Source: an optimization exercise on an open RTL-to-GDS flow (aim: small area). Production flows keep margins and buffers that such runs may drop. RTL that was checked went through simulation tests only; none was proved equivalent to the original. For runs 2, 4, 7 and 8, only the layout was checked, not whether the RTL still works. The flow treats the clock pin as an ideal source, which a real chip does not have. Power figures rest on the tool's default switching activity, not on a simulated workload.

==> design/flow/design.v <==
module DigitToSeg(D, seg, an);
input [3:0] D;
output reg [6:0] seg;
output reg [3:0] an;
always @(*) begin
	case (D)
	4'd0: begin seg = 7'b1000001; an = 4'b1100; end
	4'd1: begin seg = 7'b1111001; an = 4'b1011; end
	4'd2: begin seg = 7'b0011001; an = 4'b1011; end
	4'd3: begin seg = 7'b0110000; an = 4'b1011; end
	4'd4: begin seg = 7'b1000000; an = 4'b1011; end
	4'd5: begin seg = 7'b1111000; an = 4'b1011; end
	4'd6: begin seg = 7'b0000010; an = 4'b1011; end
	4'd7: begin seg = 7'b0100100; an = 4'b1011; end
	4'd8: begin seg = 7'b0000000; an = 4'b1011; end
	4'd9: begin seg = 7'b1000111; an = 4'b1101; end
	4'd10: begin seg = 7'b1111001; an = 4'b0111; end
	4'd11: begin seg = 7'b0010010; an = 4'b1011; end
	4'd12: begin seg = 7'b0011000; an = 4'b1011; end
	4'd13: begin seg = 7'b1111111; an = 4'b1111; end
	4'd14: begin seg = 7'b1111111; an = 4'b1111; end
	4'd15: begin seg = 7'b1111111; an = 4'b1111; end
	endcase
end
endmodule
module SevenSegment2digit(sw, count);
input [7:0] sw;
output [3:0] count;
wire s1 = sw[0] ^ sw[1] ^ sw[2];
wire c1 = (sw[0] & sw[1]) | (sw[2] & (sw[0] ^ sw[1]));
wire s2 = sw[3] ^ sw[4] ^ sw[5];
wire c2 = (sw[3] & sw[4]) | (sw[5] & (sw[3] ^ sw[4]));
wire s3 = sw[6] ^ sw[7];
wire c3 = sw[6] & sw[7];
wire s4 = s1 ^ s2 ^ s3;
wire c4 = (s1 & s2) | (s3 & (s1 ^ s2));
wire s5 = c1 ^ c2 ^ c3;
wire c5 = (c1 & c2) | (c3 & (c1 ^ c2));
wire s6 = s5 ^ c4;
wire c6 = s5 & c4;
assign count = {c5 & c6, c5 ^ c6, s6, s4};
endmodule
module Countdown(m, digit);
input [5:0] m;
output reg [3:0] digit;
always @(*) begin
	if (m < 6'd5) digit = 4'd4;
	else if (m < 6'd10) digit = 4'd12;
	else if (m < 6'd15) digit = 4'd8;
	else if (m < 6'd20) digit = 4'd5;
	else if (m < 6'd24) digit = 4'd6;
	else if (m < 6'd29) digit = 4'd11;
	else if (m < 6'd34) digit = 4'd2;
	else if (m < 6'd39) digit = 4'd3;
	else if (m < 6'd44) digit = 4'd7;
	else if (m < 6'd49) digit = 4'd1;
	else digit = 4'd4;
end
endmodule
module main(clk, reset, multiply, stop, Led, seg, an, sw, dp );
input reset;
input multiply;
input stop;
input clk;
input [7:0] sw;
output [7:0] Led;
output [6:0] seg;
output [3:0] an;
output dp;
reg [15:0] k;
reg        c0;
reg        f10;
reg        win;
reg        lose;
reg        t1, t2;       
reg  [3:0] D;            
reg  [4:0] L;            
wire run = ~win & ~lose;
wire [5:0] m = k[15:10];
wire odd_ok = k[0] ^ c0;
wire at4999  = odd_ok & (k[15:1] == 15'd2499);
wire at54999 = odd_ok & (k[15:1] == 15'd27499);
wire cur0 = (k >= 16'd50000) | (c0 & (k == 16'd49999));
wire ten_ev = (k[9:0] == 10'd0) & t2;
wire one_ev = k[9:0] == 10'd511;
wire [16:0] cy;
wire [15:0] kn;
assign cy[0] = 1'b1;
genvar i;
generate for (i = 0; i < 16; i = i + 1) begin : inc
	assign cy[i+1] = cy[i] & k[i];
	assign kn[i] = ~reset & (k[i] ^ cy[i]);
end endgenerate
wire [3:0] pc;
wire [3:0] digit;
Countdown CD(.m(m), .digit(digit));
SevenSegment2digit P(.sw(sw), .count(pc));
DigitToSeg S(.D(D), .seg(seg), .an(an));
always @(posedge clk) begin
	k <= kn;
	t1 <= f10;
	t2 <= t1;
	L <= multiply ? {pc, 1'b0} : {1'b0, pc};
	if (reset) begin
		c0 <= run;
		f10 <= 1'b1;
		win <= 1'b0;
		lose <= stop & run;
	end else if (run) begin
		if (at4999)
			f10 <= 1'b0;
		if (at54999 | (stop & ~cur0))
			lose <= 1'b1;
		else if (stop)
			win <= 1'b1;
	end
	if (lose)
		D <= 4'd9;
	else if (win)
		D <= 4'd0;
	else if (reset)
		D <= 4'd14;
	else if (ten_ev)
		D <= 4'd10;
	else if (one_ev)
		D <= digit;
end
assign Led = {3'b000, L};
assign dp = 1'b1;
endmodule
==> design/flow/flow/run.sh <==
#!/bin/bash
# Own layout flow: the standard ORFS flow (standard.sh) with these changes.
#  1. Synthesis: ORFS's synthesis with the script of its abc call replaced, in
#     two adder variants: no half/full-adder cell mapping, and full adders
#     only. Each variant runs with each flow/abc_*.abc and the run whose netlist
#     has the smallest cell area (buffers aside) is kept as the layout's
#     synthesis (its results are copied, not re-run). Registers are
#     mapped before abc, as in the standard synthesis; the flow checks that the
#     kept netlist has the standard synthesis's registers (names and cell types)
#     and falls back to the standard synthesis if none does.
#  2. Port buffers use the smallest buffer, sky130_fd_sc_hd__buf_1.
#  3. Tie cells are not duplicated per load (SKIP_REPAIR_TIE_FANOUT).
#  4. Clock: before CTS, flow/pre_cts.tcl buffers the clock with one clock buffer
#     per group of registers (OWN_CLK_GROUPS groups by position, OWN_CLKBUF
#     cells); CTS then leaves the buffered net as it is and ORFS's CTS step goes
#     on as usual (legalisation, timing repair).
# Each tool run's full output goes to a log file of its own in the work folder.
set -euo pipefail
W=$PWD
F=$W/flow
export OWN_CLKBUF=${OWN_CLKBUF:-sky130_fd_sc_hd__clkbuf_4}
export OWN_CLK_GROUPS=${OWN_CLK_GROUPS:-3}
R=orfs/results/sky130hd/main/base
TR=results/sky130hd/main/base

regs() {  # register cell types (drive strength dropped) and names of a netlist
  grep -oE 'sky130_fd_sc_hd__[a-z0-9]*df[a-z0-9]*_[0-9]+ +[^ ]+' "$1" | sed -E 's/_[0-9]+ +/ /' | sort
}
area() {  # cell area without buffers from a synth_stat.txt
  awk '/sky130_fd_sc_hd__/ && $3 !~ /__(buf|clkbuf)_/ {s += $2} END {printf "%.3f\n", s}' "$1"
}

# standard synthesis, for its registers
bash standard.sh WORK_HOME="$W/try_std" synth > "$W/synth_std.log" 2>&1
regs "$W/try_std/$TR/1_2_yosys.v" > "$W/regs_std.txt"
test -s "$W/regs_std.txt"

# synthesis scripts: variant x abc script
names=()
for v in noadd fa; do
  for s in "$F"/abc_*.abc; do
    n=${v}_$(basename "$s" .abc)
    sed 's#log_cmd abc {\*}$abc_args#set abc_args [lreplace $abc_args 1 1 '"$s"']; log_cmd abc {*}$abc_args#' \
      "$FLOW_HOME/scripts/synth.tcl" > "$W/synth_body_$n.tcl"
    grep -q "$s" "$W/synth_body_$n.tcl" || continue
    if [[ $v == fa ]]; then
      sed -i 's#extract_fa {\*}\[dont_use_extract_fa_args\]#extract_fa -fa#' "$W/synth_body_$n.tcl"
      grep -q "extract_fa -fa" "$W/synth_body_$n.tcl" || continue
    fi
    sed "s#source \$::env(SCRIPTS_DIR)/synth.tcl#source $W/synth_body_$n.tcl#" "$W/synth_recipe.tcl" > "$W/synth_$n.tcl"
    grep -q "synth_body_$n" "$W/synth_$n.tcl" || continue
    names+=("$n")
  done
done
adder_arg() { if [[ $1 == noadd_* ]]; then echo "ADDER_MAP_FILE="; else echo "OWN_VARIANT=$1"; fi; }

run_try() {
  local n=$1
  bash standard.sh WORK_HOME="$W/try_$n" SYNTH_SCRIPT="$W/synth_$n.tcl" "$(adder_arg "$n")" synth \
    > "$W/synth_$n.log" 2>&1 || return 0
  regs "$W/try_$n/$TR/1_2_yosys.v" > "$W/regs_$n.txt"
  if cmp -s "$W/regs_std.txt" "$W/regs_$n.txt"; then
    echo "$n $(area "$W/try_$n/reports/sky130hd/main/base/synth_stat.txt")" > "$W/area_$n.txt"
  fi
}
i=0
for n in "${names[@]}"; do
  run_try "$n" &
  i=$((i + 1))
  if (( i % ${NUM_CORES:-4} == 0 )); then wait; fi
done
wait

best=""
best_area=""
for n in "${names[@]}"; do
  [[ -s "$W/area_$n.txt" ]] || continue
  a=$(awk '{print $2}' "$W/area_$n.txt")
  echo "$n $a" >> "$W/synth_areas.txt"
  if [[ -z "$best" ]] || awk -v a="$a" -v b="$best_area" 'BEGIN {exit !(a < b)}'; then
    best=$n
    best_area=$a
  fi
done
echo "chosen: ${best:-standard}" >> "$W/synth_areas.txt"

mkdir -p orfs
if [[ -n "$best" ]]; then
  cp -a "$W/try_$best/." orfs/
else
  cp -a "$W/try_std/." orfs/
fi
md5sum "$R/1_2_yosys.v" > "$W/synth_netlist.md5"
bash standard.sh synth > "$W/synth.log" 2>&1
md5sum -c "$W/synth_netlist.md5" >> "$W/synth.log" 2>&1 || true
regs "$R/1_2_yosys.v" > "$W/regs_final.txt"
cmp "$W/regs_std.txt" "$W/regs_final.txt"

bash standard.sh BUFFER_PORTS_ARGS="-buffer_cell sky130_fd_sc_hd__buf_1" SKIP_REPAIR_TIE_FANOUT=1 \
  PRE_CTS_TCL="$F/pre_cts.tcl" finish > "$W/layout.log" 2>&1
test -s out/final.def
==> design/flow/flow/abc_a7.abc <==
strash;balance -l;resub -K 6 -l;rewrite -l;resub -K 6 -N 2 -l;refactor -l;resub -K 8 -l;balance -l;resub -K 8 -N 2 -l;rewrite -l;resub -K 10 -l;rewrite -z -l;resub -K 10 -N 2 -l;balance -l;resub -K 12 -l;refactor -z -l;resub -K 12 -N 2 -l;rewrite -z -l;balance -l;dch -f;amap;mfs2;strash;balance -l;resub -K 6 -l;rewrite -l;resub -K 6 -N 2 -l;refactor -l;resub -K 8 -l;balance -l;resub -K 8 -N 2 -l;rewrite -l;resub -K 10 -l;rewrite -z -l;resub -K 10 -N 2 -l;balance -l;resub -K 12 -l;refactor -z -l;resub -K 12 -N 2 -l;rewrite -z -l;balance -l;dch -f;amap;mfs2;strash;dch -f;amap
==> design/flow/flow/abc_b1.abc <==
strash;&get -n;&deepsyn -T 15;&put;dch -f;amap;mfs2;strash;dch -f;amap
==> design/flow/flow/abc_b2.abc <==
strash;balance -l;resub -K 6 -l;rewrite -l;resub -K 6 -N 2 -l;refactor -l;resub -K 8 -l;balance -l;resub -K 8 -N 2 -l;rewrite -l;resub -K 10 -l;rewrite -z -l;resub -K 10 -N 2 -l;balance -l;resub -K 12 -l;refactor -z -l;resub -K 12 -N 2 -l;rewrite -z -l;balance -l;balance -l;resub -K 6 -l;rewrite -l;resub -K 6 -N 2 -l;refactor -l;resub -K 8 -l;balance -l;resub -K 8 -N 2 -l;rewrite -l;resub -K 10 -l;rewrite -z -l;resub -K 10 -N 2 -l;balance -l;resub -K 12 -l;refactor -z -l;resub -K 12 -N 2 -l;rewrite -z -l;balance -l;dch -f;amap;mfs2;strash;balance -l;resub -K 6 -l;rewrite -l;resub -K 6 -N 2 -l;refactor -l;resub -K 8 -l;balance -l;resub -K 8 -N 2 -l;rewrite -l;resub -K 10 -l;rewrite -z -l;resub -K 10 -N 2 -l;balance -l;resub -K 12 -l;refactor -z -l;resub -K 12 -N 2 -l;rewrite -z -l;balance -l;dch -f;amap;mfs2;strash;dch -f;amap
==> design/flow/flow/abc_ds2.abc <==
strash;&get -n;&deepsyn -T 15 -S 2;&put;dch -f;amap;mfs2;strash;dch -f;amap
==> design/flow/flow/abc_ds3.abc <==
strash;&get -n;&deepsyn -T 15 -S 3;&put;dch -f;amap;mfs2;strash;dch -f;amap
==> design/flow/flow/abc_n3.abc <==
strash;balance -l;resub -K 6 -l;rewrite -l;resub -K 6 -N 2 -l;refactor -l;resub -K 8 -l;balance -l;resub -K 8 -N 2 -l;rewrite -l;resub -K 10 -l;rewrite -z -l;resub -K 10 -N 2 -l;balance -l;resub -K 12 -l;refactor -z -l;resub -K 12 -N 2 -l;rewrite -z -l;balance -l;dch -f;amap;mfs2;strash;balance -l;resub -K 6 -l;rewrite -l;resub -K 6 -N 2 -l;refactor -l;resub -K 8 -l;balance -l;resub -K 8 -N 2 -l;rewrite -l;resub -K 10 -l;rewrite -z -l;resub -K 10 -N 2 -l;balance -l;resub -K 12 -l;refactor -z -l;resub -K 12 -N 2 -l;rewrite -z -l;balance -l;&get -n;&dch -f;&nf -R 1000 -p;&put
==> design/flow/flow/abc_p1.abc <==
strash;&get -n;&deepsyn -T 15;&put;dch -f;amap;mfs2;strash;dch -f;&get -n;&nf -R 1000 -p -F 10 -A 10;&put
==> design/flow/flow/abc_p5.abc <==
strash;&get -n;&deepsyn -T 15 -S 7;&put;dch -f;amap;mfs2;strash;dch -f;amap
==> design/flow/flow/pre_cts.tcl <==
# Clock buffering: the registers are split into OWN_CLK_GROUPS groups by
# position (sorted by x, equal counts); one clock buffer per group, placed at
# the group's centre, drives that group's clock pins.
set block [ord::get_db_block]
set dbu [[ord::get_db_tech] getDbUnitsPerMicron]
set regs {}
foreach inst [$block getInsts] {
  if { [[$inst getMaster] isSequential] } {
    set bb [$inst getBBox]
    lappend regs [list [expr {([$bb xMin] + [$bb xMax]) / 2}] [expr {([$bb yMin] + [$bb yMax]) / 2}] [$inst getName]]
  }
}
set regs [lsort -integer -index 0 $regs]
set n [llength $regs]
set g $::env(OWN_CLK_GROUPS)
for {set i 0} {$i < $g} {incr i} {
  set lo [expr {$i * $n / $g}]
  set hi [expr {($i + 1) * $n / $g - 1}]
  set xs 0; set ys 0; set pins {}
  foreach r [lrange $regs $lo $hi] {
    set xs [expr {$xs + [lindex $r 0]}]
    set ys [expr {$ys + [lindex $r 1]}]
    lappend pins [get_pins [lindex $r 2]/CLK]
  }
  set k [expr {$hi - $lo + 1}]
  set cx [expr {double($xs) / $k / $dbu}]
  set cy [expr {double($ys) / $k / $dbu}]
  puts "clock buffer $i at $cx $cy for $k registers"
  insert_buffer -buffer_cell $::env(OWN_CLKBUF) -net clk -load_pins $pins -location [list $cx $cy] -buffer_name clkbuf_$i -net_name clknet_$i
}
==> design/flow/standard.sh <==
#!/bin/bash
# synth_recipe.tcl (not shown) runs the flow's synth.tcl, then flattens the netlist and writes it again
# the make line also repeats each setting of config.mk as NAME=value (left out here)
make -C /OpenROAD-flow-scripts/flow DESIGN_CONFIG=/design/flow/config.mk WORK_HOME=/design/flow/orfs CLKGATE_MAP_FILE= SYNTH_SCRIPT=/design/flow/synth_recipe.tcl "${@:-finish}"
==> design/flow/config.mk <==
export PLATFORM = sky130hd
export DESIGN_NAME = main
export DESIGN_NICKNAME = main
export VERILOG_FILES = /design/flow/design.v
export SDC_FILE = /design/flow/constraint.sdc
export NUM_CORES = 4
export LEC_CHECK = 0
export CAP_MARGIN = 20
export CORE_MARGIN = 2
export CORE_UTILIZATION = 40
export SLEW_MARGIN = 20
==> design/flow/constraint.sdc <==
create_clock -name core_clock -period 10.0 [get_ports {clk}]
set_input_delay 2.0000 -clock core_clock [delete_from_list [all_inputs] [get_ports {clk}]]
set_output_delay 2.0000 -clock core_clock [all_outputs]
set_load 0.01 [all_outputs]
==> impl_results.md, run 1 <==
- Outcome: no timing/DRC/antenna violations
- Synth Register Bits: 31
- Initial antenna violation count: 0
- Net Count, Synth: 209
- IR Drop Worst-Case VDD: 0.0621 mV
- Core ar.: 3660 sq um
- Starting DRT DRC Count: 33
- Synth Instances: 193
- Startpoint Class: flip-flop
- GP Congestion: 0.841
- DRC: 0
- # fillers: 398
- Horiz. Die Dim: 65.6 um
- Slew Limit Fails: 0
- Worst clock skew: 0.00909 ns
- Top cells by area, synth: dfxtp_1, nor2_1, clkinv_1
- Synth Cell Area: 1520 sq um
- GRT Overall Usage: 15.3%
- Post-CTS Resized: 0
- Static Leak: 0.540 nW
- Fmax: 244 MHz
- Worst path arrival time: 2.10 ns
- RSZ-0062 raised after global routing: false
- Yosys top cell by area: dfxtp_1
- Worst Setup End Kind: output port
- Most frequent cells in the layout: dfxtp_1, nor2_1, clkinv_1
- Clk latency of the worst-skew pair: 0.17 ns
- PortBufs: 27
- Crit-path slowest cell: dfxtp_1
- Io pins: 32
- Final wirelength: 3.06 mm
- Row count: 22
- PwrDens: 138 nW/um^2
- Synth cell types: 31
- Pin count of the biggest net entering global routing: 19
- Share of the synthesized area in the top cell type: 38.3%
- Crit share post-route: 41.0%
- Worst-path fanout max: 7
- Worst hold path type: flip-flop to flip-flop
- Total Nets Final: 237
- Slew headroom: 40.6%
- GRT Residual Overflow: 0
- Fin crit period: 4.10 ns
- Vias in the first global route: 1275
- Post-DRT Antenna Nets: 0
- Cells along the critical path: clkinv_1 -> o21ai_0 -> o22ai_1 -> a21oi_1 -> nand3_1 -> or2_0 -> o21ai_0 -> or2_0 -> buf_1
- Ys Warns: 3
- Initial DRT Pass Iterations: 4
- Via count: 1354
- Worst slew pin tran: 0.880 ns
- Max incr delay on CP: 0.46 ns
- Initial Utilization: 41.5%
- Max Cap Viol: 0
- Setup Slack @ Placement: 6.13 ns
- Final core utilization: 45.7%
- Setup TNS: 0 ns
- Worst setup path category: flip-flop to output port
- Wire length per cell: 11.4 um
- Syn avg cell area: 7.86 sq um
- Met2 usage: 28.3%
- P&R area growth vs syn: 10.1%
- M1 GR Usage: 20.0%
- Pwr Total: 230 uW
- Worst setup margin: 5.90 ns
- Grt met3 use: 1.37%
- First-pass GRT wire length: 5.55 mm
- Worst-path clk slew: 0.11 ns
- Seq/Total Area, Yosys: 42.2%
- Ant. Diodes: 0
- Post-CTS Setup Repair Bufs: 0
- Final setup violation count: 0
- Layout cells sized above 1: 1.37%
- DR vias/cell: 5.07
- Hold Vio Cnt, Final: 0
- Global routing's busiest layer: met2
- Die ar.: 4300 sq um
- Post-CTS Hold Buffers: 0
- HPWL Detailed: 2.41 mm
- Chip height: 65.6 um
- Fin Hold WS: 0.338 ns
- Worst Path Required: 8.00 ns
-- area by class of cell, clock buffers not listed --
type	count	area, sq um	share of cell area [%]
multi-input cells	130	742	44.4
flip-flops and latches	31	641	38.3
inverters	28	105	6.29
repair buffers	27	101	6.06
well taps	48	60.1	3.59
-- registers in the layout, indices dropped and copies added, names as in the netlist --
signal,flops
D,4
L,5
c0,1
f10,1
k,16
lose,1
t1,1
t2,1
win,1
-- per-layer routing --
layer / share of wire [%] / up-vias / wire [um]
met2: 46 / 31 / 1410
met3: 4.6 / 2 / 141
met1: 49 / 604 / 1480
met5: 0 / - / 0
li1: - / 717 / -
met4: 0.79 / 0 / 24
-- Yosys cell counts --
| library cell | n |
|---|---|
| a22oi_1 | 2 |
| and2_0 | 3 |
| a311oi_1 | 1 |
| dfxtp_1 | 29 |
| nand3_1 | 7 |
| clkinv_1 | 28 |
| o21a_1 | 2 |
| or4_1 | 1 |
| and3_1 | 1 |
| o311ai_0 | 2 |
| nand2_1 | 12 |
| fa_1 | 4 |
| nand3b_1 | 1 |
| o41a_1 | 1 |
| buf_4 | 4 |
| a21oi_1 | 7 |
| a221oi_1 | 1 |
| o21ai_0 | 15 |
| o221a_1 | 1 |
| o22a_1 | 1 |
| or2_0 | 5 |
| edfxtp_1 | 2 |
| conb_1 | 2 |
| o32ai_1 | 1 |
| nor3_1 | 16 |
| o22ai_1 | 4 |
| a31oi_1 | 2 |
| or3_1 | 2 |
| nor2_1 | 29 |
| nand4_1 | 3 |
| a211oi_1 | 4 |
-- stage by stage --
step	std cells	instance area, sq um
6_report	267	1670
5_1_grt	267	1670
4_1_cts	267	1670
3_5_place_dp	264	1650
3_3_place_gp	264	1650
2_1_floorplan	193	1520
-- critical path, delay by kind of cell, from the launching register on --
kind / cells / cell delay, ns
buffers and inverters: 2 / 0.33
DFF: 1 / 0.46
and+or+nand+nor: 3 / 0.47
AOI/OAI and AO/OA: 4 / 0.68
-- worst paths after layout --
kind / start / end / slack [ns] / cells after the start
max: D[3] / seg[6] / 5.90 / 9
min: t1 / t2 / 0.34 / 0
max reg2reg: k[0] / k[15] / 7.69 / 13
min reg2reg: t1 / t2 / 0.34 / 0
-- power breakdown --
| group | switching, mW | leakage [nW] | internal (mW) | total [mW] |
|---|---|---|---|---|
| sequential | 0.00453 | 0.257 | 0.133 | 0.137 |
| combinational | 0.0302 | 0.269 | 0.0176 | 0.0478 |
| clock | 0.0307 | 0.0138 | 0.0144 | 0.0451 |
-- kinds of logic after synthesis --
| group | count (synthesis) | synth area share [%] |
|---|---|---|
| simple gates | 80 | 24.5 |
| compound gates | 44 | 18.6 |
| buf+inv | 32 | 8.90 |
| flops | 31 | 42.2 |
| fa+ha+maj | 4 | 5.28 |
| other cells | 2 | 0.495 |
==> run 2, diff against run 1 <==
--- a/design/flow/design.v
+++ b/design/flow/design.v
@@ -69,3 +69,4 @@
 output dp;
-reg [15:0] k;
+reg [15:0] kq;             
+wire [15:0] k = ~kq;
 reg        c0;
@@ -99,3 +100,3 @@
 always @(posedge clk) begin
-	k <= kn;
+	kq <= ~kn;
 	t1 <= f10;
--- a/design/flow/flow/run.sh
+++ b/design/flow/flow/run.sh
@@ -11,3 +11,5 @@
 #  2. Port buffers use the smallest buffer, sky130_fd_sc_hd__buf_1.
-#  3. Tie cells are not duplicated per load (SKIP_REPAIR_TIE_FANOUT).
+#  3. Tie cells: synthesis's two tie cells (constant 1 and constant 0) are merged
+#     into one sky130_fd_sc_hd__conb_1 (flow/merge_ties.py), and they are not
+#     duplicated per load (SKIP_REPAIR_TIE_FANOUT).
 #  4. Clock: before CTS, flow/pre_cts.tcl buffers the clock with one clock buffer
@@ -92,2 +94,4 @@
 fi
+# one tie cell for both constants (its netlist change makes make rebuild 1_synth.odb)
+python3 "$F/merge_ties.py" "$R/1_2_yosys.v" > "$W/merge_ties.log" 2>&1 || true
 md5sum "$R/1_2_yosys.v" > "$W/synth_netlist.md5"
==> design/flow/flow/merge_ties.py (new file) <==
#!/usr/bin/env python3
"""Merge the synthesis netlist's two tie cells (one driving constant 1 from HI,
one driving constant 0 from LO) into one sky130_fd_sc_hd__conb_1, which has
both outputs. Leaves the netlist as it is unless it has exactly one of each."""
import re, sys
path = sys.argv[1]
text = open(path).read()
cell = r"  sky130_fd_sc_hd__conb_1 (\S+) \(\n    \.%s\(([^()]*)\)\n  \);\n"
hi = list(re.finditer(cell % 'HI', text))
lo = list(re.finditer(cell % 'LO', text))
if len(hi) != 1 or len(lo) != 1:
    print("tie merge: %d HI-only and %d LO-only tie cells, netlist unchanged" % (len(hi), len(lo)))
    sys.exit(0)
h, l = hi[0], lo[0]
merged = "  sky130_fd_sc_hd__conb_1 %s (\n    .HI(%s),\n    .LO(%s)\n  );\n" % (h.group(1), h.group(2), l.group(2))
spans = sorted([(h.start(), h.end(), merged), (l.start(), l.end(), "")], reverse=True)
for a, b, rep in spans:
    text = text[:a] + rep + text[b:]
open(path, 'w').write(text)
print("tie merge: %s and %s merged into %s" % (h.group(1), l.group(1), h.group(1)))
==> impl_results.md, run 2 <==
- Outcome: no timing/DRC/antenna violations (unchanged)
- HPWL Detailed: 2.38 mm (was 2.41 mm)
- Worst setup margin: 6.13 ns (was 5.90 ns)
- Most frequent cells in the layout: nor2_1, dfxtp_1, buf_1 (was dfxtp_1, nor2_1, clkinv_1)
- Worst slew pin tran: 0.508 ns (was 0.880 ns)
- Post-CTS Hold Buffers: 0 (unchanged)
- Static Leak: 0.588 nW (was 0.540 nW)
- Worst path arrival time: 1.87 ns (was 2.10 ns)
- Core ar.: 3630 sq um (was 3660 sq um)
- Fin Hold WS: 0.332 ns (was 0.338 ns)
- Die ar.: 4280 sq um (was 4300 sq um)
- Biggest register: kq (was k)
- Fmax: 258 MHz (was 244 MHz)
- DR vias/cell: 5.15 (was 5.07)
- DP Cell Count: 275 (was 264)
- Pwr Total: 230 uW (about the same)
- Worst-path fanout max: 8 (was 7)
- Max incr delay on CP: 0.48 ns (was 0.46 ns)
- Startpoint Class: flip-flop (unchanged)
- Clk latency of the worst-skew pair: 0.17 ns (about the same)
- Io pins: 32 (unchanged)
- Initial DRT Pass Iterations: 5 (was 4)
- RSZ-0062 raised after global routing: false (unchanged)
- P&R area growth vs syn: 10.2% (was 10.1%)
- DRC: 0 (unchanged)
- Layout cells sized above 1: 1.30% (was 1.37%)
- Area occupied by multi-input gates: 753 sq um (was 742 sq um)
- FF-to-FF setup slack: 6.92 ns (was 7.69 ns)
- Final wirelength: 2.99 mm (was 3.06 mm)
- Slew headroom: 65.7% (was 40.6%)
- Total Nets Final: 245 (was 237)
- GP Congestion: 0.751 (was 0.841)
- Worst clock skew: 0.0128 ns (was 0.00909 ns)
- Crit share post-route: 38.7% (was 41.0%)
- Biggest registers after layout: kq x16, L x5, D x4 (was k x16, L x5, D x4)
- IR Drop Worst-Case VDD: 0.0755 mV (was 0.0621 mV)
- Slew Limit Fails: 0 (unchanged)
- GRT Residual Overflow: 0 (unchanged)
- Fin crit period: 3.87 ns (was 4.10 ns)
- PortBufs: 27 (unchanged)
- Worst Path Required: 8.00 ns (about the same)
- Setup Slack @ Placement: 6.20 ns (was 6.13 ns)
- Crit-path slowest cell: dfxtp_1 (unchanged)
- Wire length per cell: 10.8 um (was 11.4 um)
- Row count: 22 (unchanged)
- Synth Instances: 204 (was 193)
- Post-CTS Resized: 0 (unchanged)
- Horiz. Die Dim: 65.4 um (was 65.6 um)
- Initial antenna violation count: 0 (unchanged)
- Via count: 1431 (was 1354)
- Ys Warns: 3 (unchanged)
- # fillers: 382 (was 398)
- Most common cell after layout, fill and taps aside: nor2_1
- Syn avg cell area: 7.40 sq um (was 7.86 sq um)
- FF+latch area: 641 sq um (unchanged)
- Initial Utilization: 41.6% (was 41.5%)
- Finished Layout Cells: 278 (was 267)
- Hold Vio Cnt, Final: 0 (unchanged)
- CP dominant cell by count: a21oi_1
- Synth Cell Area: 1510 sq um (was 1520 sq um)
- Post-CTS Setup Repair Bufs: 0 (unchanged)
- Design area: 1660 sq um (was 1670 sq um)
- Max Cap Viol: 0 (unchanged)
- Net Count, Synth: 217 (was 209)
- Worst setup path category: flip-flop to output port (unchanged)
- Post-DRT Antenna Nets: 0 (unchanged)
- Chip height: 65.4 um (was 65.6 um)
- Pin count of the biggest net entering global routing: 16 (was 19)
- Vias in the first global route: 1174 (was 1275)
- Worst Setup End Kind: output port (unchanged)
- Worst hold path type: flip-flop to flip-flop (unchanged)
- Setup TNS: 0 ns (unchanged)
- Cells along the critical path: a21oi_1 -> nor3_1 -> nor2_1 -> a21oi_1 -> o21ai_0 -> or2_0 -> buf_1 (was clkinv_1 -> o21ai_0 -> o22ai_1 -> a21oi_1 -> nand3_1 -> or2_0 -> o21ai_0 -> or2_0 -> buf_1)
- Final core utilization: 45.8% (was 45.7%)
- Largest register FFs: 16 (unchanged)
- PwrDens: 138 nW/um^2 (about the same)
- Placed inst area: 1640 sq um (was 1650 sq um)
- GRT Overall Usage: 14.2% (was 15.3%)
- Final setup violation count: 0 (unchanged)
- First-pass GRT wire length: 5.09 mm (was 5.55 mm)
- Starting DRT DRC Count: 75 (was 33)
- Ant. Diodes: 0 (unchanged)
- Worst-path clk slew: 0.12 ns (was 0.11 ns)
[run 2: worst paths after layout]
kind                            startpoint      to  depth (start not counted)
worst max register to register       kq[0]  kq[15]                         15
worst min register to register          t1      t2                          0
worst min-delay path                    t1      t2                          0
worst max-delay path                  D[3]   an[1]                          7
[run 2: report_power, final]
part	total, mW	switching [mW]	leakage, nW	internal, mW
Sequential	0.136	0.00493	0.258	0.131
Combinational	0.0472	0.0300	0.316	0.0173
Clock	0.0468	0.0324	0.0138	0.0144
[run 2: routing by layer]
metal  part of all wire, %  GRT usage, %  vias to the layer above
li1                      -             -                      763
met1                    48          20.4                      631
met2                    46          24.4                       35
met3                   5.2          1.20                        2
met4                  0.63         0.781                        0
met5                     0             0                        -
[run 2: final cells by class, clock buffers not listed]
class                      instances  share of cell area (%)
multi-input combinational        146                    45.3
sequential                        31                    38.5
tap                               48                    3.61
timing repair buffer              27                    6.09
inverter                          23                    5.19
[run 2: worst max-delay path: cells and delay by family (launching register included)]
kind / cells / cell delay, ns
and+or+nand+nor: 3 / 0.58
buffers and inverters: 1 / 0.13
DFF: 1 / 0.48
AOI/OAI and AO/OA: 3 / 0.51
==> run 3, diff against run 2 <==
--- a/design/flow/design.v
+++ b/design/flow/design.v
@@ -69,4 +69,3 @@
 output dp;
-reg [15:0] kq;             
-wire [15:0] k = ~kq;
+reg [15:0] k;
 reg        c0;
@@ -100,3 +99,3 @@
 always @(posedge clk) begin
-	kq <= ~kn;
+	k <= kn;
 	t1 <= f10;
==> impl_results.md, run 3 <==
- GRT Overall Usage: 14.9% (was 14.2%)
- Final setup violation count: 0 (unchanged)
- Die ar.: 4290 sq um (was 4280 sq um)
- RSZ-0062 raised after global routing: false (unchanged)
- Most frequent cells in the layout: dfxtp_1, nor2_1, clkinv_1 (was nor2_1, dfxtp_1, buf_1)
- Post-CTS Setup Repair Bufs: 0 (unchanged)
- Starting DRT DRC Count: 48 (was 75)
- Fin crit period: 4.14 ns (was 3.87 ns)
- Worst slew pin tran: 0.848 ns (was 0.508 ns)
- Ys Warns: 3 (unchanged)
- Switching Share: 28.5% (was 29.2%)
- Design area: 1670 sq um (was 1660 sq um)
- GRT Residual Overflow: 0 (unchanged)
- PwrDens: 138 nW/um^2 (about the same)
- Initial DRT Pass Iterations: 4 (was 5)
- Synth Cell Area: 1510 sq um (about the same)
- Worst path arrival time: 2.14 ns (was 1.87 ns)
- PortBufs: 27 (unchanged)
- Chip height: 65.5 um (was 65.4 um)
- Worst-path fanout max: 7 (was 8)
- Worst setup margin: 5.86 ns (was 6.13 ns)
- Core ar.: 3660 sq um (was 3630 sq um)
- Setup TNS: 0 ns (unchanged)
- Post-CTS Resized: 0 (unchanged)
- Biggest registers after layout: k x16, L x5, D x4 (was kq x16, L x5, D x4)
- Static Leak: 0.537 nW (was 0.588 nW)
- Startpoint Class: flip-flop (unchanged)
- Fmax: 242 MHz (was 258 MHz)
- Biggest register: k (was kq)
- Placed inst area: 1650 sq um (was 1640 sq um)
- Post-DRT Antenna Nets: 0 (unchanged)
- Switching power: 65.5 uW (was 67.3 uW)
- Layout cells sized above 1: 1.38% (was 1.30%)
- Worst hold path type: flip-flop to flip-flop (unchanged)
- Syn avg cell area: 7.89 sq um (was 7.40 sq um)
- Worst clock skew: 0.00553 ns (was 0.0128 ns)
- Initial antenna violation count: 0 (unchanged)
- Wire length per cell: 11.3 um (was 10.8 um)
- Post-CTS Hold Buffers: 0 (unchanged)
- Synth Instances: 192 (was 204)
- DR vias/cell: 5.18 (was 5.15)
- IR Drop Worst-Case VDD: 0.0689 mV (was 0.0755 mV)
- Io pins: 32 (unchanged)
- Setup Slack @ Placement: 6.10 ns (was 6.20 ns)
- Clk latency of the worst-skew pair: 0.17 ns (about the same)
- Total Nets Final: 237 (was 245)
- Worst Setup End Kind: output port (unchanged)
- Crit share post-route: 41.4% (was 38.7%)
- Net Count, Synth: 209 (was 217)
- Via count: 1379 (was 1431)
- Combinational power share: 21.1% (was 20.5%)
- Vias in the first global route: 1262 (was 1174)
- Area occupied by multi-input gates: 738 sq um (was 753 sq um)
- P&R area growth vs syn: 10.2% (about the same)
- Worst setup path category: flip-flop to output port (unchanged)
- Pin count of the biggest net entering global routing: 19 (was 16)
- Slew headroom: 42.7% (was 65.7%)
- Row count: 22 (unchanged)
- Largest register FFs: 16 (unchanged)
- DRC: 0 (unchanged)
- Worst Path Required: 8.00 ns (about the same)
- Worst-path clk slew: 0.11 ns (was 0.12 ns)
- Ant. Diodes: 0 (unchanged)
- Internal power: 165 uW (was 163 uW)
- Max Cap Viol: 0 (unchanged)
- HPWL Detailed: 2.45 mm (was 2.38 mm)
- Initial Utilization: 41.4% (was 41.6%)
- Final wirelength: 3.00 mm (was 2.99 mm)
- Horiz. Die Dim: 65.5 um (was 65.4 um)
- Outcome: no timing/DRC/antenna violations (unchanged)
- GP Congestion: 0.865 (was 0.751)
- Hold Vio Cnt, Final: 0 (unchanged)
- Clock group share of total power: 19.6% (was 20.3%)
- # fillers: 392 (was 382)
- First-pass GRT wire length: 5.31 mm (was 5.09 mm)
- FF+latch area: 641 sq um (unchanged)
- Slew Limit Fails: 0 (unchanged)
- Seq pwr share: 59.4% (was 59.2%)
## run 3: power groups by stage
stage | registers [mW] | logic, mW | clock network, mW
6_report | 0.137 | 0.0485 | 0.0451
2_1_floorplan | 0.141 | 0.0312 | 0
5_1_grt | 0.138 | 0.0558 | 0.0531
4_1_cts | 0.140 | 0.0491 | 0.0331
3_3_place_gp | 0.140 | 0.0486 | 0
3_5_place_dp | 0.140 | 0.0490 | 0
## run 3: worst paths after layout
kind | start | slack (ns) | cells past startpoint | endpoint
worst max register to register | k[0] | 7.70 | 13 | k[15]
worst min-delay path | t1 | 0.33 | 0 | t2
worst max-delay path | D[3] | 5.86 | 9 | seg[6]
worst min register to register | t1 | 0.33 | 0 | t2
## run 3: metal layers
layer	GRT usage, %	up-vias	wire length [um]
met1	19.3	603	1460
met4	1.82	0	39
met5	0	-	0
li1	-	725	-
met3	1.37	7	170
met2	27.4	44	1330
## run 3: critical path, stage by stage, from the launching register on
cell and delay (ns):
dfxtp_1 0.46, clkinv_1 0.18, o21ai_0 0.29, o22ai_1 0.14, a21oi_1 0.17, nand3_1 0.11
or2_0 0.23, o21ai_0 0.10, or2_0 0.14, buf_1 0.15
## run 3: per-stage QoR
stage | utilization [%] | cells | hold slack [ns] | power (mW)
after floorplan | - | 192 | 0.310 | 0.172
after global placement | 44.9 | 263 | 0.310 | 0.188
after detailed placement | 44.9 | 263 | 0.312 | 0.189
after CTS | 45.6 | 266 | 0.312 | 0.222
after global routing | 45.6 | 266 | 0.379 | 0.247
final | 45.6 | 266 | 0.332 | 0.230
## run 3: cell type report, clock buffers not listed
class | instances | share of cell area [%]
multi-input cells | 129 | 44.3
well taps | 48 | 3.60
flip-flops and latches | 31 | 38.4
inverters | 28 | 6.30
repair buffers | 27 | 6.08
==> run 4, diff against run 3 <==
--- a/design/flow/design.v
+++ b/design/flow/design.v
@@ -11,3 +11,3 @@
 	4'd4: begin seg = 7'b1000000; an = 4'b1011; end
-	4'd5: begin seg = 7'b1111000; an = 4'b1011; end
+	4'd5: begin seg = 7'b1111001; an = 4'b0111; end
 	4'd6: begin seg = 7'b0000010; an = 4'b1011; end
@@ -16,3 +16,3 @@
 	4'd9: begin seg = 7'b1000111; an = 4'b1101; end
-	4'd10: begin seg = 7'b1111001; an = 4'b0111; end
+	4'd10: begin seg = 7'b1111000; an = 4'b1011; end
 	4'd11: begin seg = 7'b0010010; an = 4'b1011; end
@@ -49,3 +49,3 @@
 	else if (m < 6'd15) digit = 4'd8;
-	else if (m < 6'd20) digit = 4'd5;
+	else if (m < 6'd20) digit = 4'd10;
 	else if (m < 6'd24) digit = 4'd6;
@@ -123,3 +123,3 @@
 	else if (ten_ev)
-		D <= 4'd10;
+		D <= 4'd5;
 	else if (one_ev)
==> impl_results.md, run 4 <==
- Setup TNS: 0 ns (unchanged)
- Combinational power share: 20.5% (was 21.1%)
- Hold Vio Cnt, Final: 0 (unchanged)
- Synth Cell Area: 1540 sq um (was 1510 sq um)
- Chip height: 66.1 um (was 65.5 um)
- Clk latency of the worst-skew pair: 0.17 ns (about the same)
- Most common cell after layout, fill and taps aside: nor2_1
- Seq pwr share: 59.5% (was 59.4%)
- Initial DRT Pass Iterations: 4 (unchanged)
- Worst clock skew: 0.00618 ns (was 0.00553 ns)
- DR vias/cell: 5.11 (was 5.18)
- # fillers: 398 (was 392)
- Slew headroom: 67.7% (was 42.7%)
- PortBufs: 27 (unchanged)
- P&R area growth vs syn: 10.5% (was 10.2%)
- DRC: 0 (unchanged)
- Worst setup margin: 6.29 ns (was 5.86 ns)
- Final core utilization: 46.2% (was 45.6%)
- Layout cells sized above 1: 1.65% (was 1.38%)
- Biggest register: k (unchanged)
- Via count: 1487 (was 1379)
- Pwr Total: 228 uW (was 230 uW)
- Total Nets Final: 258 (was 237)
- Worst path arrival time: 1.71 ns (was 2.14 ns)
- Post-DRT Antenna Nets: 0 (unchanged)
- Largest register FFs: 16 (unchanged)
- Vias in the first global route: 1376 (was 1262)
- Worst setup path category: flip-flop to output port (unchanged)
- Syn avg cell area: 7.14 sq um (was 7.89 sq um)
- Setup Slack @ Placement: 6.36 ns (was 6.10 ns)
- Horiz. Die Dim: 66.1 um (was 65.5 um)
- Worst-path clk slew: 0.11 ns (about the same)
- Core ar.: 3690 sq um (was 3660 sq um)
- Post-CTS Setup Repair Bufs: 0 (unchanged)
- Worst Min Path Start: t1 (unchanged)
- Internal power: 163 uW (was 165 uW)
- Worst slew pin tran: 0.473 ns (was 0.848 ns)
- Placed inst area: 1680 sq um (was 1650 sq um)
- Final setup violation count: 0 (unchanged)
- GRT Residual Overflow: 0 (unchanged)
- Worst Path Required: 8.00 ns (about the same)
- HPWL Detailed: 2.43 mm (was 2.45 mm)
- Static Leak: 0.572 nW (was 0.537 nW)
- Post-CTS Hold Buffers: 0 (unchanged)
- Wire length per cell: 10.9 um (was 11.3 um)
- Clock group share of total power: 20.0% (was 19.6%)
- Worst hold path type: flip-flop to flip-flop (unchanged)
- Worst-path fanout max: 7 (unchanged)
- GRT Overall Usage: 15.5% (was 14.9%)
- Starting DRT DRC Count: 37 (was 48)
- Pin count of the biggest net entering global routing: 21 (was 19)
- Row count: 22 (unchanged)
- Switching Share: 28.5% (about the same)
- PwrDens: 134 nW/um^2 (was 138 nW/um^2)
- RSZ-0062 raised after global routing: false (unchanged)
- Post-CTS Resized: 0 (unchanged)
- Biggest registers after layout: k x16, L x5, D x4 (unchanged)
- First-pass GRT wire length: 5.75 mm (was 5.31 mm)
- Final wirelength: 3.16 mm (was 3.00 mm)
- Ys Warns: 3 (unchanged)
- Fin crit period: 3.71 ns (was 4.14 ns)
- Switching power: 64.9 uW (was 65.5 uW)
- Max Cap Viol: 0 (unchanged)
- Most frequent cells in the layout: nor2_1, dfxtp_1, clkinv_1 (was dfxtp_1, nor2_1, clkinv_1)
- Crit share post-route: 37.1% (was 41.4%)
- Design area: 1700 sq um (was 1670 sq um)
- GP Congestion: 0.912 (was 0.865)
- Slew Limit Fails: 0 (unchanged)
- Die ar.: 4370 sq um (was 4290 sq um)
- CP Launch Point: D[3] (unchanged)
- Initial antenna violation count: 0 (unchanged)
- Ant. Diodes: 0 (unchanged)
- Startpoint Class: flip-flop (unchanged)
- Net Count, Synth: 229 (was 209)
- IR Drop Worst-Case VDD: 0.0843 mV (was 0.0689 mV)
- Synth Instances: 216 (was 192)
- Worst Setup End Kind: output port (unchanged)
- Outcome: no timing/DRC/antenna violations (unchanged)
- Initial Utilization: 41.8% (was 41.4%)
- Fmax: 270 MHz (was 242 MHz)
- Io pins: 32 (unchanged)
- Reg2reg start: k[0] (unchanged)
[run 4: power groups by stage]
stage | registers [mW] | clock network [mW] | logic [mW]
floorplan | 0.139 | 0 | 0.0319
global placement | 0.139 | 0 | 0.0466
detailed placement | 0.138 | 0 | 0.0470
CTS | 0.138 | 0.0331 | 0.0471
global route | 0.136 | 0.0513 | 0.0534
finish | 0.135 | 0.0454 | 0.0467
[run 4: worst max-delay path: stages, from the launching register on]
cell,delay [ns]
dfxtp_1,0.37
clkinv_1,0.18
o21ai_0,0.32
nand2_1,0.12
o32ai_1,0.19
o21a_1,0.19
nand2_1,0.05
buf_1,0.12
[run 4: area by class of cell, clock buffers not listed]
class,count,area [sq um],area share (%)
inverter,28,105,6.17
multi-input combinational,153,766,45.0
sequential,31,641,37.6
tap,48,60.1,3.53
timing repair buffer,28,109,6.39
[run 4: worst paths after layout]
check | slack (ns) | endpoint | cells after the start
max | 6.29 | an[1] | 7
min | 0.34 | t2 | 0
max reg2reg | 7.21 | D[3] | 13
min reg2reg | 0.34 | t2 | 0
[run 4: metrics by stage]
| stage | hold WS, ns | cells |
|---|---|---|
| after global placement | 0.312 | 288 |
| after CTS | 0.314 | 291 |
| after detailed placement | 0.314 | 288 |
| after floorplan | 0.310 | 216 |
| after global routing | 0.346 | 291 |
| final | 0.339 | 291 |
[run 4: routing by layer]
| metal | global-route usage, % | vias to the layer above | part of all wire, % |
|---|---|---|---|
| li1 | - | 787 | - |
| met1 | 21.0 | 672 | 51 |
| met2 | 27.8 | 26 | 44 |
| met3 | 1.36 | 2 | 4.4 |
| met4 | 1.02 | 0 | 0.73 |
| met5 | 0 | - | 0 |
==> run 5, diff against run 4 <==
--- a/design/flow/design.v
+++ b/design/flow/design.v
@@ -11,3 +11,3 @@
 	4'd4: begin seg = 7'b1000000; an = 4'b1011; end
-	4'd5: begin seg = 7'b1111001; an = 4'b0111; end
+	4'd5: begin seg = 7'b1111000; an = 4'b1011; end
 	4'd6: begin seg = 7'b0000010; an = 4'b1011; end
@@ -15,6 +15,6 @@
 	4'd8: begin seg = 7'b0000000; an = 4'b1011; end
-	4'd9: begin seg = 7'b1000111; an = 4'b1101; end
-	4'd10: begin seg = 7'b1111000; an = 4'b1011; end
+	4'd9: begin seg = 7'b0011000; an = 4'b1011; end
+	4'd10: begin seg = 7'b1111001; an = 4'b0111; end
 	4'd11: begin seg = 7'b0010010; an = 4'b1011; end
-	4'd12: begin seg = 7'b0011000; an = 4'b1011; end
+	4'd12: begin seg = 7'b1000111; an = 4'b1101; end
 	4'd13: begin seg = 7'b1111111; an = 4'b1111; end
@@ -47,5 +47,5 @@
 	if (m < 6'd5) digit = 4'd4;
-	else if (m < 6'd10) digit = 4'd12;
+	else if (m < 6'd10) digit = 4'd9;
 	else if (m < 6'd15) digit = 4'd8;
-	else if (m < 6'd20) digit = 4'd10;
+	else if (m < 6'd20) digit = 4'd5;
 	else if (m < 6'd24) digit = 4'd6;
@@ -117,3 +117,3 @@
 	if (lose)
-		D <= 4'd9;
+		D <= 4'd12;
 	else if (win)
@@ -123,3 +123,3 @@
 	else if (ten_ev)
-		D <= 4'd5;
+		D <= 4'd10;
 	else if (one_ev)
==> impl_results.md, run 5 <==
- Most frequent cells in the layout: nor2_1, dfxtp_1, clkinv_1 (unchanged)
- Horiz. Die Dim: 65.5 um (was 66.1 um)
- Final wirelength: 2.96 mm (was 3.16 mm)
- Layout cells sized above 1: 1.35% (was 1.65%)
- Setup TNS: 0 ns (unchanged)
- Total Nets Final: 242 (was 258)
- Syn avg cell area: 7.67 sq um (was 7.14 sq um)
- Slew Limit Fails: 0 (unchanged)
- Largest register FFs: 16 (unchanged)
- Synth Cell Area: 1510 sq um (was 1540 sq um)
- Core ar.: 3630 sq um (was 3690 sq um)
- DR vias/cell: 5.10 (was 5.11)
- Starting DRT DRC Count: 65 (was 37)
- IR Drop Worst-Case VDD: 0.0665 mV (was 0.0843 mV)
- GRT Residual Overflow: 0 (unchanged)
- Via count: 1383 (was 1487)
- Biggest registers after layout: k x16, L x5, D x4 (unchanged)
- PwrDens: 133 nW/um^2 (was 134 nW/um^2)
- Worst Setup End Kind: output port (unchanged)
- Post-CTS Hold Buffers: 0 (unchanged)
- Final core utilization: 45.8% (was 46.2%)
- Crit share post-route: 35.1% (was 37.1%)
- DRC: 0 (unchanged)
- Wire length per cell: 10.9 um (about the same)
- Fin crit period: 3.51 ns (was 3.71 ns)
- Startpoint Class: flip-flop (unchanged)
- Pin count of the biggest net entering global routing: 17 (was 21)
- Worst-path clk slew: 0.11 ns (about the same)
- Post-CTS Resized: 0 (unchanged)
- Worst Path Required: 8.00 ns (about the same)
- Final setup violation count: 0 (unchanged)
- Worst path arrival time: 1.51 ns (was 1.71 ns)
- Worst setup path category: flip-flop to output port (unchanged)
- Max Cap Viol: 0 (unchanged)
- Clk latency of the worst-skew pair: 0.17 ns (about the same)
- Initial antenna violation count: 0 (unchanged)
- Ant. Diodes: 0 (unchanged)
- PortBufs: 27 (unchanged)
- P&R area growth vs syn: 10.2% (was 10.5%)
- Vias in the first global route: 1295 (was 1376)
- First-pass GRT wire length: 5.60 mm (was 5.75 mm)
- GRT Overall Usage: 15.6% (was 15.5%)
- Post-DRT Antenna Nets: 0 (unchanged)
- Worst clock skew: 0.0117 ns (was 0.00618 ns)
- Initial Utilization: 41.6% (was 41.8%)
- Post-CTS Setup Repair Bufs: 0 (unchanged)
- Io pins: 32 (unchanged)
- Worst slew pin tran: 0.691 ns (was 0.473 ns)
- Chip height: 65.5 um (was 66.1 um)
- Worst-path fanout max: 3 (was 7)
- Worst hold path type: flip-flop to flip-flop (unchanged)
- Ys Warns: 3 (unchanged)
- Hold Vio Cnt, Final: 0 (unchanged)
- Biggest register: k (unchanged)
- Fmax: 285 MHz (was 270 MHz)
- Die ar.: 4290 sq um (was 4370 sq um)
- HPWL Detailed: 2.34 mm (was 2.43 mm)
- Static Leak: 0.562 nW (was 0.572 nW)
- Net Count, Synth: 214 (was 229)
- Most common cell after layout, fill and taps aside: nor2_1 (unchanged)
- Row count: 22 (unchanged)
- RSZ-0062 raised after global routing: false (unchanged)
- Synth Instances: 197 (was 216)
- Slew headroom: 53.9% (was 67.7%)
- Initial DRT Pass Iterations: 4 (unchanged)
- GP Congestion: 0.787 (was 0.912)
- Outcome: no timing/DRC/antenna violations (unchanged)
[run 5: through the flow]
stage | cell area (sq um) | cells | hold WS [ns] | setup WS (ns) | power [mW]
floorplan | 1510 | 197 | 0.310 | 6.60 | 0.167
global placement | 1640 | 268 | 0.310 | 6.42 | 0.180
global route | 1670 | 271 | 0.345 | 6.23 | 0.238
finish | 1670 | 271 | 0.337 | 6.49 | 0.222
CTS | 1670 | 271 | 0.317 | 6.41 | 0.214
detailed placement | 1640 | 268 | 0.317 | 6.41 | 0.180
[run 5: final cells by class, clock buffers not listed]
type | count | area [sq um]
Fill cell | 387 | 1970
Multi-Input combinational cell | 134 | 736
Sequential cell | 31 | 641
Inverter | 28 | 105
Timing Repair Buffer | 27 | 101
Tap cell | 48 | 60.1
[run 5: final timing paths]
path	from	end	slack (ns)	depth (start not counted)
setup / recovery	D[0]	an[1]	6.49	7
hold / removal	t1	t2	0.34	0
setup reg to reg	k[0]	D[0]	7.47	13
hold reg to reg	t1	t2	0.34	0
[run 5: critical path, cell delays in order, from the launching register on]
cell,delay [ns]
dfxtp_1,0.37
clkinv_1,0.11
nand2_1,0.11
clkinv_1,0.08
nor3_1,0.30
o21bai_1,0.13
nand2_1,0.08
buf_1,0.15
[run 5: power by group]
group	internal, mW	switching [mW]	leakage (nW)	total (mW)
Clock	0.0144	0.0306	0.0138	0.0450
Combinational	0.0154	0.0260	0.292	0.0414
Sequential	0.132	0.00371	0.256	0.136
[run 5: metal layers]
layer,vias up,global-route usage [%],wire length (um)
met5,-,0,0
met4,0,1.30,21
met3,2,1.71,180
met2,42,27.8,1350
met1,609,21.2,1410
li1,730,-,-
==> run 6, diff against run 5 <==
--- a/design/flow/design.v
+++ b/design/flow/design.v
@@ -69,3 +69,4 @@
 output dp;
-reg [15:0] k;
+reg [15:0] kq;             
+wire [15:0] k = ~kq;
 reg        c0;
@@ -99,3 +100,3 @@
 always @(posedge clk) begin
-	k <= kn;
+	kq <= ~kn;
 	t1 <= f10;
==> impl_results.md, run 6 <==
- Final setup violation count: 0 (unchanged)
- Fin crit period: 3.73 ns (was 3.51 ns)
- Post-CTS Setup Repair Bufs: 0 (unchanged)
- Worst Setup End Kind: flip-flop (was output port)
- Static Leak: 0.561 nW (was 0.562 nW)
- Final wirelength: 3.00 mm (was 2.96 mm)
- P&R area growth vs syn: 10.2% (about the same)
- Core ar.: 3630 sq um (unchanged)
- Starting DRT DRC Count: 39 (was 65)
- Syn avg cell area: 8.02 sq um (was 7.67 sq um)
- Ys Warns: 3 (unchanged)
- Worst setup path category: primary input to flip-flop (was flip-flop to output port)
- Net Count, Synth: 205 (was 214)
- Worst Path Required: 10.08 ns (was 8.00 ns)
- Startpoint Class: primary input (was flip-flop)
- Die ar.: 4280 sq um (was 4290 sq um)
- Total Nets Final: 233 (was 242)
- HPWL Detailed: 2.44 mm (was 2.34 mm)
- Synth Cell Area: 1510 sq um (about the same)
- Largest register FFs: 16 (unchanged)
- Fmax: 268 MHz (was 285 MHz)
- IR Drop Worst-Case VDD: 0.0702 mV (was 0.0665 mV)
- GRT Overall Usage: 15.6% (about the same)
- DR vias/cell: 5.17 (was 5.10)
- FF+latch area: 641 sq um (unchanged)
- Initial Utilization: 41.5% (was 41.6%)
- Worst-path clk slew: 0.11 ns (about the same)
- Io pins: 32 (unchanged)
- Post-DRT Antenna Nets: 0 (unchanged)
- # fillers: 399 (was 387)
- Ant. Diodes: 0 (unchanged)
- RSZ-0062 raised after global routing: false (unchanged)
- Chip height: 65.4 um (was 65.5 um)
- Crit share post-route: 37.3% (was 35.1%)
- DRC: 0 (unchanged)
- Initial DRT Pass Iterations: 4 (unchanged)
- Initial antenna violation count: 0 (unchanged)
- Hold Vio Cnt, Final: 0 (unchanged)
- Most common cell after layout, fill and taps aside: dfxtp_1 (was nor2_1)
- Biggest registers after layout: kq x16, L x5, D x4 (was k x16, L x5, D x4)
- Layout cells sized above 1: 1.40% (was 1.35%)
- Finished Layout Cells: 262 (was 271)
- Setup TNS: 0 ns (unchanged)
- Worst path arrival time: 3.81 ns (was 1.51 ns)
- GRT Residual Overflow: 0 (unchanged)
- Clk latency of the worst-skew pair: 0.17 ns (about the same)
- Worst clock skew: 0.00809 ns (was 0.0117 ns)
- Post-CTS Resized: 0 (unchanged)
- Horiz. Die Dim: 65.4 um (was 65.5 um)
- Worst hold path type: flip-flop to flip-flop (unchanged)
- PwrDens: 133 nW/um^2 (about the same)
- Worst-path fanout max: 13 (was 3)
- Via count: 1354 (was 1383)
- Fin Hold WS: 0.336 ns (was 0.337 ns)
- PortBufs: 27 (unchanged)
- Pin count of the biggest net entering global routing: 14 (was 17)
- Slew Limit Fails: 0 (unchanged)
- Max Cap Viol: 0 (unchanged)
- Row count: 22 (unchanged)
- Most frequent cells in the layout: dfxtp_1, clkinv_1, nor2_1 (was nor2_1, dfxtp_1, clkinv_1)
- Wire length per cell: 11.5 um (was 10.9 um)
- Synth Instances: 188 (was 197)
- Area occupied by multi-input gates: 732 sq um (was 736 sq um)
- GP Congestion: 0.873 (was 0.787)
- DP Cell Count: 259 (was 268)
- First-pass GRT wire length: 5.48 mm (was 5.60 mm)
- Vias in the first global route: 1257 (was 1295)
- Post-CTS Hold Buffers: 0 (unchanged)
- Biggest register: kq (was k)
- Outcome: no timing/DRC/antenna violations (unchanged)
==> run 6: cell type report, clock buffers not listed <==
cell class / count / area share [%]
Inverter: 28 / 6.33
Multi-Input combinational cell: 125 / 44.1
Timing Repair Buffer: 27 / 6.10
Sequential cell: 31 / 38.6
Tap cell: 48 / 3.61
==> run 6: worst paths after layout <==
kind,start,endpoint,slack [ns],cells after the start
setup / recovery,reset,D[2],6.27,6
hold / removal,t1,t2,0.34,0
setup reg to reg,kq[0],kq[15],7.14,14
hold reg to reg,t1,t2,0.34,0
==> run 6: metal layers <==
metal	global-route usage, %	vias up	part of all wire (%)
met2	29.5	31	49
met5	0	-	0
met1	20.1	597	46
li1	-	721	-
met4	1.30	0	1.2
met3	1.20	5	4.2
==> run 6: report_power, final <==
group          internal, mW  switching [mW]  leakage [nW]
Clock                0.0144          0.0309        0.0138
Combinational        0.0148          0.0260         0.290
Sequential            0.132         0.00370         0.257
Total                 0.161          0.0607         0.561
==> run 6: critical path: stages <==
cell	delay, ns
buf_1	0.37
clkinv_1	0.44
o21ai_0	0.23
a31oi_1	0.14
or3_1	0.40
a31o_1	0.21
==> run 6: stage by stage <==
stage | total power, mW | area, sq um | worst slack [ns] | util, %
floorplan | 0.167 | 1510 | 6.55 | -
global placement | 0.180 | 1640 | 6.13 | 45.1
detailed placement | 0.180 | 1640 | 6.05 | 45.1
CTS | 0.213 | 1660 | 6.06 | 45.7
global route | 0.237 | 1660 | 6.15 | 45.7
finish | 0.222 | 1660 | 6.27 | 45.7
==> run 7, diff against run 6 <==
--- a/design/flow/design.v
+++ b/design/flow/design.v
@@ -71,3 +71,4 @@
 wire [15:0] k = ~kq;
-reg        c0;
+reg        c0q;
+wire       c0 = ~c0q;
 reg        f10;
@@ -75,3 +76,4 @@
 reg        lose;
-reg        t1, t2;       
+reg        t1;           
+reg        t2;           
 reg  [3:0] D;            
@@ -105,3 +107,3 @@
 	if (reset) begin
-		c0 <= run;
+		c0q <= ~(run);
 		f10 <= 1'b1;
==> impl_results.md, run 7 <==
- Outcome: no timing/DRC/antenna violations (unchanged)
- PortBufs: 27 (unchanged)
- Initial Utilization: 41.3% (was 41.5%)
- WL met1: 1.47 mm (was 1.37 mm)
- Worst-path fanout max: 5 (was 13)
- Worst path arrival time: 1.65 ns (was 3.81 ns)
- Clk latency of the worst-skew pair: 0.17 ns (about the same)
- P&R area growth vs syn: 10.2% (about the same)
- Pwr Total: 214 uW (was 222 uW)
- CP Launch Point: D[1] (was reset)
- Initial DRT Pass Iterations: 4 (unchanged)
- Crit-path slowest cell: dfxtp_1 (was clkinv_1)
- Worst Path Required: 8.00 ns (was 10.08 ns)
- Horiz. Die Dim: 65.5 um (was 65.4 um)
- Row count: 22 (unchanged)
- Final core utilization: 45.5% (was 45.7%)
- Worst setup margin: 6.35 ns (was 6.27 ns)
- Via count: 1446 (was 1354)
- Syn avg cell area: 7.34 sq um (was 8.02 sq um)
- Post-DRT Antenna Nets: 0 (unchanged)
- Post-CTS Setup Repair Bufs: 0 (unchanged)
- Slew headroom: 50.9%
- DRC: 0 (unchanged)
- Post-CTS Resized: 0 (unchanged)
- WL met2: 1.52 mm (was 1.47 mm)
- Area occupied by multi-input gates: 741 sq um (was 732 sq um)
- PwrDens: 128 nW/um^2 (was 133 nW/um^2)
- Hold Vio Cnt, Final: 0 (unchanged)
- DR vias/cell: 5.16 (was 5.17)
- Largest register FFs: 16 (unchanged)
- Initial antenna violation count: 0 (unchanged)
- Biggest registers after layout: kq x16, L x5, D x4 (unchanged)
- FF+latch area: 641 sq um (unchanged)
- Chip height: 65.5 um (was 65.4 um)
- Crit share post-route: 36.5% (was 37.3%)
- Synth Instances: 206 (was 188)
- CP dominant cell by count: o21ai_0
- Startpoint Class: flip-flop (was primary input)
- Worst hold path type: flip-flop to flip-flop (unchanged)
- Final wirelength: 3.15 mm (was 3.00 mm)
- Worst slew pin tran: 0.727 ns
- Post-CTS Hold Buffers: 0 (unchanged)
- Pin count of the biggest net entering global routing: 13 (was 14)
- HPWL Detailed: 2.47 mm (was 2.44 mm)
- IR Drop Worst-Case VDD: 0.0762 mV (was 0.0702 mV)
- Max Cap Viol: 0 (unchanged)
- Final setup violation count: 0 (unchanged)
- Worst-path clk slew: 0.11 ns (about the same)
- Met3 routed WL: 141 um (was 126 um)
- GRT Residual Overflow: 0 (unchanged)
- # fillers: 378 (was 399)
- Biggest register: kq (unchanged)
- Worst setup path category: flip-flop to output port (was primary input to flip-flop)
- Starting DRT DRC Count: 52 (was 39)
- Ant. Diodes: 0 (unchanged)
- Worst clock skew: 0.0129 ns (was 0.00809 ns)
- Io pins: 32 (unchanged)
- Ys Warns: 3 (unchanged)
- FF-to-FF setup slack: 7.22 ns (was 7.14 ns)
- GP Congestion: 0.815 (was 0.873)
- Static Leak: 0.595 nW (was 0.561 nW)
- Setup TNS: 0 ns (unchanged)
- Worst Min Path Start: t1 (unchanged)
- Net Count, Synth: 219 (was 205)
- GRT Overall Usage: 15.8% (was 15.6%)
- Die ar.: 4290 sq um (was 4280 sq um)
- Fin crit period: 3.65 ns (was 3.73 ns)
- Total Nets Final: 247 (was 233)
- Most frequent cells in the layout: nor2_1, dfxtp_1, clkinv_1, buf_1, nand2_1 (was dfxtp_1, clkinv_1, nor2_1)
- Synth Cell Area: 1510 sq um (about the same)
- Layout cells sized above 1: 1.29% (was 1.40%)
- Slew Limit Fails: 0 (unchanged)
- RSZ-0062 raised after global routing: false (unchanged)
- Setup Slack @ Placement: 6.29 ns (was 6.05 ns)
- First-pass GRT wire length: 5.64 mm (was 5.48 mm)
- Highest metal used: met4 (unchanged)
- Max incr delay on CP: 0.40 ns (was 0.44 ns)
- Reg2reg start: kq[0] (unchanged)
- Core ar.: 3660 sq um (was 3630 sq um)
- Fmax: 274 MHz (was 268 MHz)
- Vias in the first global route: 1296 (was 1257)
- Most common cell after layout, fill and taps aside: nor2_1 (was dfxtp_1)
- Wire length per cell: 11.3 um (was 11.5 um)
- Worst Setup End Kind: output port (was flip-flop)
- Cells along the critical path: clkinv_1 -> nor2_1 -> o21ai_0 -> nand2b_1 -> o22ai_1 -> o21ai_0 -> buf_1 (was buf_1 -> clkinv_1 -> o21ai_0 -> a31oi_1 -> or3_1 -> a31o_1)
==> run 7: worst max-delay path, delay by kind of cell, from the launching register on <==
kind	cells	cell delay [ns]
AO/OA/AOI/OAI	3	0.37
buffers and inverters	2	0.33
flip-flops	1	0.40
AND/OR/NAND/NOR	2	0.39
==> run 7: where the power goes <==
part	total (mW)	internal, mW	switching (mW)	leakage (nW)
Clock	0.0451	0.0144	0.0307	0.0138
Sequential	0.134	0.130	0.00337	0.256
Combinational	0.0349	0.0123	0.0226	0.325
==> run 7: final timing paths <==
| check | endpoint | cells past startpoint |
|---|---|---|
| worst max-delay path | seg[4] | 7 |
| worst min-delay path | t2 | 0 |
| worst max register to register | kq[15] | 15 |
| worst min register to register | t2 | 0 |
==> run 7: layer usage <==
metal | vias up | GRT usage, %
met4 | 0 | 1.04
met3 | 4 | 1.54
met5 | - | 0
met1 | 635 | 19.7
met2 | 31 | 30.5
li1 | 776 | -
==> run 7: per-stage QoR <==
step	cell area [sq um]	hold slack, ns	cells
after floorplan	1510	0.310	206
after global placement	1640	0.311	277
after detailed placement	1640	0.317	277
after CTS	1670	0.317	280
after global routing	1670	0.344	280
final	1670	0.334	280
==> run 7: area by class of cell, clock buffers not listed <==
type / count / area share [%]
Multi-Input combinational cell: 144 / 44.4
Sequential cell: 31 / 38.4
Timing Repair Buffer: 27 / 6.08
Inverter: 27 / 6.08
Tap cell: 48 / 3.60
==> run 8, diff against run 7 <==
--- a/design/flow/design.v
+++ b/design/flow/design.v
@@ -71,9 +71,11 @@
 wire [15:0] k = ~kq;
-reg        c0q;
-wire       c0 = ~c0q;
+reg        c0;
 reg        f10;
 reg        win;
-reg        lose;
-reg        t1;           
-reg        t2;           
+reg        loseq;
+wire       lose = ~loseq;
+reg        t1q;           
+wire       t1 = ~t1q;
+reg        t2q;           
+wire       t2 = ~t2q;
 reg  [3:0] D;            
@@ -103,10 +105,10 @@
 	kq <= ~kn;
-	t1 <= f10;
-	t2 <= t1;
+	t1q <= ~(f10);
+	t2q <= ~(t1);
 	L <= multiply ? {pc, 1'b0} : {1'b0, pc};
 	if (reset) begin
-		c0q <= ~(run);
+		c0 <= run;
 		f10 <= 1'b1;
 		win <= 1'b0;
-		lose <= stop & run;
+		loseq <= ~(stop & run);
 	end else if (run) begin
@@ -115,3 +117,3 @@
 		if (at54999 | (stop & ~cur0))
-			lose <= 1'b1;
+			loseq <= ~(1'b1);
 		else if (stop)
==> impl_results.md, run 8 <==
- Worst clock skew: 0.00449 ns (was 0.0129 ns)
- Fin crit period: 3.85 ns (was 3.65 ns)
- GP Congestion: 0.791 (was 0.815)
- First-pass GRT wire length: 5.55 mm (was 5.64 mm)
- PortBufs: 27 (unchanged)
- Final core utilization: 45.8% (was 45.5%)
- Post-CTS Resized: 0 (unchanged)
- IR Drop Worst-Case VDD: 0.103 mV (was 0.0762 mV)
- Worst Path Required: 10.08 ns (was 8.00 ns)
- DP Cell Count: 275 (was 277)
- Total Nets Final: 245 (was 247)
- Switching power: 60.4 uW (was 56.6 uW)
- Wire length per cell: 11.4 um (was 11.3 um)
- PwrDens: 131 nW/um^2 (was 128 nW/um^2)
- Core ar.: 3660 sq um (unchanged)
- Setup TNS: 0 ns (unchanged)
- Worst Min Path Start: t1q (was t1)
- Post-CTS Hold Buffers: 0 (unchanged)
- Most common cell after layout, fill and taps aside: nor2_1 (unchanged)
- Pin count of the biggest net entering global routing: 13 (unchanged)
- Post-CTS Setup Repair Bufs: 0 (unchanged)
- Fmax: 260 MHz (was 274 MHz)
- Worst-path fanout max: 4 (was 5)
- Final wirelength: 3.16 mm (was 3.15 mm)
- Post-DRT Antenna Nets: 0 (unchanged)
- Chip height: 65.7 um (was 65.5 um)
- Design area: 1680 sq um (was 1670 sq um)
- Worst slew pin tran: 0.593 ns (was 0.727 ns)
- Slew headroom: 60.5% (was 50.9%)
- Starting DRT DRC Count: 104 (was 52)
- Synth Instances: 204 (was 206)
- # fillers: 375 (was 378)
- Seq pwr share: 61.4% (was 62.6%)
- Most frequent cells in the layout: nor2_1, dfxtp_1, buf_1 (was nor2_1, dfxtp_1, clkinv_1, buf_1, nand2_1)
- Layout cells sized above 1: 1.30% (was 1.29%)
- Finished Layout Cells: 278 (was 280)
- Internal power: 160 uW (was 157 uW)
- DR vias/cell: 5.33 (was 5.16)
- HPWL Detailed: 2.50 mm (was 2.47 mm)
- Final setup violation count: 0 (unchanged)
- Die ar.: 4310 sq um (was 4290 sq um)
- Fin Hold WS: 0.337 ns (was 0.334 ns)
- Worst hold path type: flip-flop to flip-flop (unchanged)
- Net Count, Synth: 217 (was 219)
- Outcome: no timing/DRC/antenna violations (unchanged)
- Row count: 22 (unchanged)
- Worst-path clk slew: 0.10 ns (was 0.11 ns)
- Initial antenna violation count: 0 (unchanged)
- Placed inst area: 1650 sq um (was 1640 sq um)
## run 8: cell count changes in the layout (fill, tap and decap cells not counted), moves of 3 or more
cell	change
o32ai_1	+3
nand3_1	-6
a21o_1	-3
nand2_1	+4
a21oi_1	-3
o21ai_0	-7
and2_0	+3
## run 8: per-layer routing
layer  GRT usage (%)  wire (um)  vias up
li1                -          -      791
met1            20.7       1550      658
met2            27.5       1450       29
met3            1.37        119        4
met4            2.08         31        0
met5               0          0        -
## run 8: layout make-up, clock buffers not listed
type                    instances  area, sq um  area share [%]
inverters                      25         93.8            5.60
multi-input cells             144          757            45.2
flip-flops and latches         31          641            38.2
well taps                      48         60.1            3.58
repair buffers                 27          101            6.05
## run 8: power groups by stage
stage	combinational (mW)	sequential [mW]	clock [mW]
floorplan	0.0277	0.138	0
global placement	0.0408	0.138	0
detailed placement	0.0410	0.138	0
CTS	0.0411	0.138	0.0331
global route	0.0462	0.136	0.0517
finish	0.0407	0.135	0.0442
## run 8: per-stage QoR
step | total power, mW | worst slack [ns]
after floorplan | 0.166 | 6.28
after global placement | 0.179 | 6.05
after CTS | 0.212 | 5.97
after detailed placement | 0.179 | 5.99
after global routing | 0.234 | 5.89
final | 0.220 | 6.15
## run 8: worst paths after layout
check                 to  slack, ns  cells past startpoint
hold reg to reg      t2q       0.34                      0
setup / recovery    L[2]       6.15                     14
setup reg to reg  kq[14]       7.05                     17
hold / removal       t2q       0.34                      0
## run 8: critical path, cell delays in order
cell and delay, ns:
buf_1 0.09, and2_0 0.17, o22a_1 0.19, nor2_1 0.11
a21oi_1 0.06, nor2_1 0.17, nand2_1 0.12, o21ai_0 0.09
nand2_1 0.08, nand2_1 0.07, o21ai_0 0.09, or2_0 0.26
and3_1 0.21, o32ai_1 0.21

Check on run 8: ideal ports give 6.153 ns setup slack; a clkbuf_16 on the clock port and buf_2 on the inputs give 6.168 ns; moving port delays by the midpoint clock arrival (0.198 ns) as well gives 5.970 ns.
